Context: an optimization exercise on an open-source flow, tuned for small area and a short achievable clock period. The choices shown serve that exercise and are no tape-out recipe. Function was checked by simulation only, so behaviour that the tests miss may differ from the original. Power figures rest on the tool's default switching activity, not on a simulated workload.

File: design/flow/flow/run.sh
#!/bin/bash
# The standard layout (standard.sh: ORFS from synthesis to finish) with
# these settings changed:
#  - repair_timing does not clone gates (SKIP_GATE_CLONING=1): a clone can be
#    legalised far from its loads, leaving a long net that breaks max slew;
#  - resizing may change a cell's footprint (MATCH_CELL_FOOTPRINT=0);
#  - clock tree: no dummy loads, and clkbuf_8 as the clock buffer;
#  - ports are buffered with buf_1 (repair_timing upsizes the critical ones).
set -euo pipefail
bash standard.sh SKIP_GATE_CLONING=1 MATCH_CELL_FOOTPRINT=0 \
  "CTS_ARGS=-sink_clustering_enable -repair_clock_nets -dont_use_dummy_load -buf_list sky130_fd_sc_hd__clkbuf_8" \
  "BUFFER_PORTS_ARGS=-buffer_cell sky130_fd_sc_hd__buf_1" \
  finish > standard_flow.log 2>&1
File: design/flow/standard.sh
#!/bin/bash
# synth_recipe.tcl (not shown) runs the flow's synth.tcl, then flattens the netlist and writes it again
# the make line also repeats each setting of config.mk as NAME=value (left out here)
make -C /OpenROAD-flow-scripts/flow DESIGN_CONFIG=/design/flow/config.mk WORK_HOME=/design/flow/orfs CLKGATE_MAP_FILE= SYNTH_SCRIPT=/design/flow/synth_recipe.tcl "${@:-finish}"
File: design/flow/config.mk
export PLATFORM = sky130hd
export DESIGN_NAME = cpu
export DESIGN_NICKNAME = cpu
export VERILOG_FILES = /design/flow/design.v
export SDC_FILE = /design/flow/constraint.sdc
export NUM_CORES = 4
export LEC_CHECK = 0
export CAP_MARGIN = 20
export CORE_MARGIN = 5
export CORE_UTILIZATION = 40
export PLACE_DENSITY = 0.5
export SETUP_SLACK_MARGIN = 5
export SLEW_MARGIN = 20
export SYNTH_HIERARCHICAL = 1
File: design/flow/constraint.sdc
create_clock -name core_clock -period 14.0 [get_ports {clk}]
set_input_delay 2.8000 -clock core_clock [delete_from_list [all_inputs] [get_ports {clk}]]
set_output_delay 2.8000 -clock core_clock [all_outputs]
set_load 0.01 [all_outputs]
File: design/flow/design.v
`timescale 1ns / 1ps
module addr_add(
    input [31:0] base,
    input [31:0] offset,
    output [31:0] addr
    );
    wire [31:0] p0 = base ^ offset;
    wire [31:0] g0 = base & offset;
    wire [31:0] g [0:5];
    wire [31:0] p [0:5];
    assign g[0] = g0;
    assign p[0] = p0;
    genvar l, i;
    generate
        for (l = 0; l < 5; l = l + 1) begin : lvl
            for (i = 0; i < 32; i = i + 1) begin : bit_
                if (((i >> l) & 1) == 1) begin : comb
                    localparam integer j = ((i >> l) << l) - 1;
                    assign g[l+1][i] = g[l][i] | (p[l][i] & g[l][j]);
                    assign p[l+1][i] = p[l][i] & p[l][j];
                end else begin : pass
                    assign g[l+1][i] = g[l][i];
                    assign p[l+1][i] = p[l][i];
                end
            end
        end
    endgenerate
    assign addr = p0 ^ {g[5][30:0], 1'b0};
endmodule
`timescale 1ns / 1ps
module cpu(
    input clk,
    input reset,
    output [31:0] imem_addr,
    input  [31:0] imem_rdata,
    output        dmem_re,
    output        dmem_we,
    output [31:0] dmem_addr,
    output [31:0] dmem_wdata,
    input  [31:0] dmem_rdata
    );
    wire [31:0] ins = imem_rdata;
    wire [6:0] opcode = ins[6:0];
    wire [2:0] funct3 = ins[14:12];
    wire [6:0] funct7 = ins[31:25];
    wire [4:0] rs1 = ins[19:15];
    wire [4:0] rs2 = ins[24:20];
    wire [4:0] rd  = ins[11:7];
    wire is_op    = (opcode == 7'b0110011);
    wire is_opimm = (opcode == 7'b0010011);
    wire is_load  = (opcode == 7'b0000011);
    wire is_store = (opcode == 7'b0100011);
    wire is_lui   = (opcode == 7'b0110111);
    wire is_br    = (opcode == 7'b1100011);
    wire [31:0] imm_i = {{20{ins[31]}}, ins[31:20]};
    wire [31:0] imm_s = {{20{ins[31]}}, ins[31:25], ins[11:7]};
    wire [31:0] imm_b = {{20{ins[31]}}, ins[7], ins[30:25], ins[11:8], 1'b0};
    wire [31:0] imm_u = {ins[31:12], 12'b0};
    reg [31:1] pc;
    assign imem_addr = {pc, 1'b0};
    wire [31:0] xq [1:31];
    wire [31:1] xv;
    reg [31:0] rv1, rv2;
    integer k;
    always @(*) begin
        rv1 = 32'd0;
        rv2 = 32'd0;
        for (k = 1; k < 32; k = k + 1) begin
            rv1 = rv1 | (xq[k] & {32{xv[k] && rs1 == k}});
            rv2 = rv2 | (xq[k] & {32{xv[k] && rs2 == k}});
        end
    end
    assign dmem_re = is_load;
    assign dmem_we = is_store;
    addr_add addr_adder (.base(rv1), .offset(ins[5] ? imm_s : imm_i), .addr(dmem_addr));
    assign dmem_wdata = rv2;
    wire [31:0] op2 = ins[5] ? rv2 : imm_i;
    wire f7_zero = (funct7 == 7'b0000000);
    wire f7_alt  = (funct7 == 7'b0100000);
    wire sub = ins[5] & f7_alt;
    wire [31:0] sum = rv1 + (op2 ^ {32{sub}}) + {31'd0, sub};
    wire lt  = ($signed(rv1) < $signed(op2));
    wire ltu = (rv1 < op2);
    wire sh_left = ~funct3[2];
    wire [31:0] rv1_rev;
    genvar b;
    generate
        for (b = 0; b < 32; b = b + 1) begin : rev_in
            assign rv1_rev[b] = rv1[31 - b];
        end
    endgenerate
    wire [31:0] sh0 = sh_left ? rv1_rev : rv1;
    wire fill = f7_alt & rv1[31] & ~sh_left;
    wire [4:0] shamt = op2[4:0];
    wire [31:0] sh1 = shamt[0] ? {fill, sh0[31:1]} : sh0;
    wire [31:0] sh2 = shamt[1] ? {{2{fill}}, sh1[31:2]} : sh1;
    wire [31:0] sh3 = shamt[2] ? {{4{fill}}, sh2[31:4]} : sh2;
    wire [31:0] sh4 = shamt[3] ? {{8{fill}}, sh3[31:8]} : sh3;
    wire [31:0] shr = shamt[4] ? {{16{fill}}, sh4[31:16]} : sh4;
    wire [31:0] shl;
    generate
        for (b = 0; b < 32; b = b + 1) begin : rev_out
            assign shl[b] = shr[31 - b];
        end
    endgenerate
    reg [31:0] alu;
    always @(*) begin
        case (funct3)
            3'b000: alu = sum;
            3'b001: alu = shl;
            3'b010: alu = {31'd0, lt};
            3'b011: alu = {31'd0, ltu};
            3'b100: alu = rv1 ^ op2;
            3'b101: alu = (f7_zero | f7_alt) ? shr : sum;
            3'b110: alu = rv1 | op2;
            default: alu = rv1 & op2;
        endcase
    end
    wire [31:0] wd = is_load ? dmem_rdata : (is_lui ? imm_u : alu);
    wire we = (is_op | is_opimm | is_load | is_lui) & (rd != 5'd0);
    wire beq  = (rv1 == rv2);
    wire blt  = ($signed(rv1) < $signed(rv2));
    wire bltu = (rv1 < rv2);
    reg cond;
    always @(*) begin
        case (funct3)
            3'b000: cond = beq;
            3'b001: cond = ~beq;
            3'b100: cond = blt;
            3'b101: cond = ~blt;
            3'b110: cond = bltu;
            3'b111: cond = ~bltu;
            default: cond = 1'b0;
        endcase
    end
    wire taken = is_br & cond;
    wire [31:1] pc_next = taken ? (pc + imm_b[31:1]) : (pc + 31'd2);
    always @(posedge clk or posedge reset) begin
        if (reset) pc <= 31'd0;
        else pc <= pc_next;
    end
    genvar r;
    generate
        for (r = 1; r < 32; r = r + 1) begin : regs
            reg v;
            reg [31:0] q;
            always @(posedge clk or posedge reset) begin
                if (reset) v <= 1'b0;
                else if (we && rd == r) v <= 1'b1;
            end
            always @(posedge clk) begin
                if (we && rd == r) q <= wd;
            end
            assign xq[r] = q;
            assign xv[r] = v;
        end
    endgenerate
endmodule
==> run summary <==
## timing repair
| action | CTS | global route |
|---|---|---|
| buffers inserted | 96 | 55 |
| cloned | 0 | 0 |
| pin swaps | 73 | 55 |
| endpoints found under the setup margin | 812 | 326 |
| resized for setup | 365 | 129 |
## final timing paths
path                       slack, ns              to           start  cells past startpoint
max in group asynchronous      10.96      regs[10].v           reset                      3
hold / removal                  0.48          pc[31]          pc[31]                      1
min in group asynchronous       1.89          pc[24]           reset                      2
setup / recovery                4.01   dmem_addr[31]  imem_rdata[17]                     20
setup reg to reg                6.79  regs[18].q[30]      regs[30].v                     26
hold reg to reg                 0.48          pc[31]          pc[31]                      1
## placed cells by master (no fill, tap or decap), types with 43 or more instances in the layout
master / n
clkbuf_8: 180
nor3_1: 163
nand4_1: 192
and3_1: 229
xnor2_1: 70
inv_1: 157
a222oi_1: 50
buf_4: 302
buf_1: 126
diode_2: 44
nor2_1: 178
ha_1: 201
a32oi_1: 57
a22oi_1: 444
a22o_1: 51
mux2i_1: 86
o21ai_0: 140
edfxtp_1: 992
a21oi_1: 177
a221oi_1: 43
buf_6: 49
nand3_1: 216
a21o_1: 57
dfrtp_1: 62
nand2_1: 372
buf_12: 48
## metrics by stage
stage	area [sq um]	cells	total power, mW	hold slack, ns	util (%)
2_1_floorplan	59400	5254	4.54	0.445	-
3_3_place_gp	62900	7170	5.10	0.457	43.1
3_5_place_dp	62900	7170	5.10	0.460	43.1
4_1_cts	67500	7446	7.45	0.471	46.2
5_1_grt	68500	7511	7.75	0.503	47.0
6_report	68600	7545	7.55	0.475	47.0
## sequential cells by signal, summed over array words and instances (netlist names)
register,flops
regs.q,992
regs.v,31
pc,31
## synthesized netlist by cell type, drive strengths merged, types with 12 or more instances
library cell	count	area, sq um
or3	21	131
dfrtp	62	1550
a221oi	48	444
a31oi	26	178
inv	165	622
xnor2	73	639
nor3b	13	113
nand2	391	1470
o211ai	24	180
mux2	12	135
nor3	189	956
nand3	220	1100
o2111ai	29	254
and3	250	1560
mux2i	88	885
clkbuf	275	1040
mux4	25	563
o21a	17	128
nand4	192	1200
a211oi	15	123
a2111oi	82	756
o21ai	162	815
a221o	43	432
and4	14	125
and3b	19	166
edfxtp	992	29800
nor2	215	807
a222oi	50	500
a22o	51	447
a21o	57	428
xor2	34	298
or2	27	169
o21bai	22	165
o22ai	13	95.1
nor4	46	288
nand2b	24	150
or4	45	338
ha	219	2740
a32oi	60	526
a22oi	448	3360
nor2b	21	131
and2	43	277
a21oi	196	992
buf	146	827
## cell type report
type | instances | share of cell area, %
antenna | 44 | 0.160
clock buffer | 180 | 3.61
inverter | 167 | 0.924
multi-input combinational | 3612 | 39.4
sequential | 1054 | 45.7
tap | 1917 | 3.50
timing repair buffer | 571 | 6.78
## per-module statistics from Yosys, one instance, submodules excluded
module	cells	area (sq um)	times used
cpu	5064	57300	1
addr_add	190	1460	1
## cell families (layout without fill, tap and decap cells)
group                    count (synthesis)  count (layout)  synth area share [%]
multiplexers                           125             125                  2.69
XOR/XNOR                               107             107                  1.59
AO/OA/AOI/OAI                         1409            1409                  17.8
buffers and inverters                  588             918                  4.24
adder cells (fa/ha/maj)                226             226                  4.90
AND/OR/NAND/NOR                       1744            1744                  15.5
flip-flops                            1054            1054                  53.3
other                                    1              45               0.00638
## routing by layer
| layer | part of all wire (%) | vias up | track usage [%] | wire length [um] |
|---|---|---|---|---|
| met5 | 0.14 | - | 0.125 | 499 |
| met4 | 9.4 | 27 | 29.5 | 32700 |
| met3 | 15 | 1900 | 16.9 | 52900 |
| met2 | 40 | 6058 | 61.3 | 141000 |
| met1 | 35 | 28100 | 52.7 | 122000 |
| li1 | - | 21400 | - | - |
## power by group
group	leakage, nW	switching, mW	internal, mW
Clock	1.29	1.21	1.12
Combinational	14.1	1.07	0.528
Sequential	9.75	0.0444	3.58
==> run summary <==
* Run status: timing/DRC/antenna clean
* Post-Syn Nets at 5546
* Max cap viols at 0
* Core outline area at 146000 sq um
* DRC viols at 0
* Post-layout net count at 5878
* Clock-pin transition on the worst setup and hold timing paths at about 0.05 ns
* Die ar. at 155000 sq um
* Maximum net fanout on the critical path at 6
* Number of detailed-route iterations in the first pass at 10
* Critical path class: in -> out
* Final Max Tran Viols at 0
* Number of port buffers at between 150 and 200
* Hold-fix buffers at CTS at 0
* Vias after detailed routing at 57600
* Finish-stage setup viols at 0
* Actual slew at the worst max-slew pin at 1.17 ns
* Clock insertion delay at the later pin of the skew report at 0.99 ns
* First-pass GRT wire length at 458000 um
* Gate Count Post-Synth at 5254
* Max-slew headroom at the worst pin at 21.9%
* Syn Area/Cell at approximately 11 sq um
* Row cnt at 140
* Area Overhead vs Synth at 16.7%
* WP data required at 11.20 ns
* Family of cells with the greatest summed delay on the critical path: simple AND/OR/NAND/NOR gates
* Slowest cell on the critical path: or4_4
* Post-DR vias/cell at around 7.6
* Register area at 31300 sq um
* Startpoint class of the critical path: input pin
* Top flip-flop cell by instance count after synthesis: edfxtp_1
* Number of routed nets with antenna violations at 0
* Number of hold violations in the final report at 0
* Ports placed on the boundary at 164
* Final weighted congestion in routability-driven placement at between 1 and 1.5
* Type of destination of the critical path: output port
* Pin count of the biggest net entering global routing at 56
* EDFF count, synth at 992
* Sequential cell area fraction in the yosys report at 53.3%
* Via count of the first global-routing pass at 53100
* Crit path top cell by count: buf_6
* Count of cell types in the netlist at 104
* Half-perimeter wire length of the detailed placement result at 207000 um
* Clock Skew at 0.124 ns
* Starting utilization of the core area at 40.3%
* Shortest period the worst path allows at 9.99 ns
* Class of the tightest hold or removal check: reg -> reg
* P_leak at 25.1 nW
* Depth of the CTS H-tree at 4
* Wire per inst at 46.2 um
* Combined buffer and inverter count along the critical path at 8
* Fin crit share at 71.3%
* Yosys warnings at 8
* Number of violations reported at the end of detailed-routing iteration 0 at about 12000
* Initial antenna violation count at 33
* Die width at 393 um
* Max incr delay on CP at 0.67 ns
* Highest Clock Rate at 0.100 GHz
* CTS root buffer: clkbuf_8
* CTS tree: built
* Worst EP arrival at 7.19 ns
* Inserted Clock Buffers at 180
* Fill cell count at 13500
* Worst-case setup slack after placement at 2.54 ns
* CP cell instances: buf_1 -> buf_6 -> buf_8 -> nor3b_4 -> buf_6 -> buf_12 -> buf_6 -> nand4_1 -> o2111ai_2 -> or4_4 -> or4_4 -> ha_4 -> a211oi_4 -> o211ai_1 -> buf_4 -> a211oi_4 -> a21oi_2 -> a221o_2 -> mux2i_2 -> buf_2
* Post-synthesis instance area at 58800 sq um
* Deepest clock path buffer count at 3
* Sinks on the clock net at 1054
* Area taken by multi-input logic gates at around 27000 sq um
* Global routing usage summed across all routing layers at 42.7%
* Total wire length at around 350000 um
* Sum Neg Setup Slack at 0 ns
* Proportion of layout cells with a drive suffix above 1 at a little under a fifth
* Total congestion overflow after global routing at 0
* Worst Slack Setup Final at 4.01 ns
* Power Density at 110 nW/um^2
* Worst voltage drop across the vdd grid at between 0.00007 and 0.00008 V
* Die Y at 393 um
* RSZ-0062 raised after global routing: true
* Synthesis-stage register bit count at 1054
* Fraction of synthesis flops using an asynchronous set or reset pin at 5.88%

re-timing with driven ports:
The results above use ideal ports. As a check the final layout listed here was re-extracted and re-timed, cells and wires unchanged. Step 1 sets driving cells, clkbuf_16 on the clock port and buf_2 on the other inputs (assumed; they add their load-dependent delay and slew). Step 2 also shifts input and output timing later by t, the mid clock arrival at the registers, as if the neighbouring blocks saw the same clock. Three values: ideal ports, drivers, drivers and shift; two values: the first two.
shift t [ns]: 1.007
setup WS [ns]: 4.011 / 3.970 / 3.926
worst hold slack (ns): 0.475 / 0.475 / 0.475
pins driven straight from the clock port: 1
After both steps setup and hold are still met in this run. For this run, drivers alone change the setup slack by -0.041 ns; drivers and shift together by -0.085 ns.
